Source: an optimization exercise on an open RTL-to-GDS flow (aim: small area). Production flows keep margins and buffers that such runs may drop.
The RTL was checked by simulation tests, not by an equivalence proof against the original design.
Power and IR drop assume default switching activity.

amber:
Design packet_snooper, start of the top module:
module packet_snooper # (
   parameter TDATA_WIDTH = 512,
   parameter TKEEP_WIDTH = TDATA_WIDTH/8
) (
   input wire clk,
   input wire aresetn,
   input wire [TDATA_WIDTH-1:0] in_stream_TDATA,
   input wire [TKEEP_WIDTH-1:0] in_stream_TKEEP,
   input wire in_stream_TREADY,
   input wire in_stream_TVALID,
   input wire in_stream_TLAST,
   output logic [63:0] flit_count_TDATA,
   output logic [7:0] flit_count_TKEEP,
   input  logic flit_count_TREADY,
   output logic flit_count_TVALID,
   output logic flit_count_TLAST,
   output logic [63:0] packet_count_TDATA,
   output logic [7:0] packet_count_TKEEP,
   input  logic packet_count_TREADY,
   output logic packet_count_TVALID,
   output logic packet_count_TLAST,
   output logic [63:0] cycle_count_TDATA,
   output logic [7:0] cycle_count_TKEEP,
   input  logic cycle_count_TREADY,
   output logic cycle_count_TVALID,
   output logic cycle_count_TLAST,
   input measure,
   output logic [63:0] packet_size,
   output logic packet_size_valid,
   output logic measure_sync_out
);
   logic active, first, sum_zero;
   logic [6:0] bytes_in_flit;
   logic [63:0] flit_counter, packet_counter, cycle_counter;
   wire st_meas = active & measure_sync_out;
   wire st_done = active & ~measure_sync_out;
  ...
clock: 5.0 ns
lec_check: 0
cap_margin: 0
core_margin: 2
core_utilization: 30
slew_margin: 0
standard.sh (not shown) runs the stock make flow with config.mk's settings and CLKGATE_MAP_FILE= SYNTH_SCRIPT=/design/flow/synth_recipe.tcl, a recipe that flattens the netlist after the stock synthesis.
==> flow/flow/run.sh <==
#!/bin/bash
# Layout flow: the standard flow (standard synthesis unchanged), with
#  - the port buffers made from the smallest buffer cell,
#  - one tie cell for the constant outputs (no tie fanout repair),
#  - a clock tree of small clock buffers, clustered, without dummy loads.
# ORFS writes each step's full log under orfs/logs; make's own output goes
# to flow_standard.log.
set -euo pipefail
export BUFFER_PORTS_ARGS="-buffer_cell sky130_fd_sc_hd__buf_1"
export SKIP_REPAIR_TIE_FANOUT=1
export CTS_ARGS="-sink_clustering_enable -repair_clock_nets -dont_use_dummy_load -buf_list sky130_fd_sc_hd__clkbuf_4 -sink_clustering_size 10 -sink_clustering_max_diameter 50"
bash standard.sh > flow_standard.log 2>&1
No stage failed in amber, and the final checks on the layout all came back clean.
Modified inputs, sierra compared to amber
- swapping 0 for 20 in SLEW_MARGIN
- swapping 0 for 20 in CAP_MARGIN
==> flow/flow/run.sh <==
#!/bin/bash
set -euo pipefail
export BUFFER_PORTS_ARGS="-buffer_cell sky130_fd_sc_hd__buf_1"
export CTS_ARGS="-sink_clustering_enable -repair_clock_nets -dont_use_dummy_load -buf_list sky130_fd_sc_hd__clkbuf_4 -sink_clustering_size 12 -sink_clustering_max_diameter 40"
bash standard.sh > flow_standard.log 2>&1
Between amber and sierra, the flow reports global-route wire length before repair increasing slightly.
Top routing layer in use = met5: sierra; top routing layer in use = met4: amber
Summary — smallest setup slack after layout, sierra relative to amber: lower, by 70 ps.
amber -> sierra: number of fill cells in the layout flat
Final cell area: sierra above amber
Comparing amber and sierra, the lower maximum frequency was measured on sierra.
Relative to sierra, the following input files were edited for yarrow:
==> flow/flow/run.sh <==
#!/bin/bash
# Layout flow: the standard flow (standard synthesis unchanged), with
#  - the port buffers made from the smallest buffer cell,
#  - one tie cell for the constant outputs (no tie fanout repair),
#  - a clock tree of small clock buffers, clustered, without dummy loads.
# ORFS writes each step's full log under orfs/logs; make's own output goes
# to flow_standard.log.
set -euo pipefail
export BUFFER_PORTS_ARGS="-buffer_cell sky130_fd_sc_hd__buf_1"
export SKIP_REPAIR_TIE_FANOUT=1
export CTS_ARGS="-sink_clustering_enable -repair_clock_nets -dont_use_dummy_load -buf_list sky130_fd_sc_hd__clkbuf_4 -sink_clustering_size 10 -sink_clustering_max_diameter 50"
bash standard.sh > flow_standard.log 2>&1
### Flow results
Sort sierra and yarrow by worst setup slack, ascending, and sierra comes first. Between sierra and yarrow, the difference in global-route usage is negligible. Diff sierra..yarrow | wire length | negligible. yarrow vs. sierra: minimum period implied by the final worst setup slack went down by 70 ps, power went down by 0.00012 W, peak supply drop went up by 38 uV, portion of total power attributed to sequential cells went up by 1.3 points. Largest net degree at the start of global routing: lower on sierra. [yarrow vs sierra] total half-perimeter wirelength after legalization and detailed placement: higher in yarrow. Worst setup path startpoint: first$_DFF_P_ -> yarrow, cycle_counter[1]$_DFF_P_ -> sierra.

[static timing again, ports no longer ideal]
The results above use ideal ports. As a check the final layouts listed here were re-extracted and re-timed, cells and wires unchanged. Step 1: set_driving_cell puts a clkbuf_16 on clk and a buf_2 on each other input, an assumption about the parent block. Step 2, shift: input delay + t, output delay - t, t = (earliest + latest rising clock arrival at the registers) / 2. This alone moves slack from input paths to output paths. Slacks: no drivers / after step 1 / after step 2; pairs: no drivers / after step 1.
| run | t (ns) | slack for setup (ns) | hold WS [ns] |
|---|---|---|---|
| amber | 0.806 | 0.711 / 0.711 / 0.135 | 0.318 / 0.299 / 0.369 |
| sierra | 0.799 | 0.641 / 0.641 / -0.003 | 0.342 / 0.314 / 0.384 |
| yarrow | 0.806 | 0.711 / 0.711 / 0.135 | 0.318 / 0.299 / 0.369 |
Met with ideal ports but missed after step 2: setup timing in sierra. The setup slack of sierra, which loses most, moves by 0.000 ns with the drivers and by -0.644 ns with both steps.
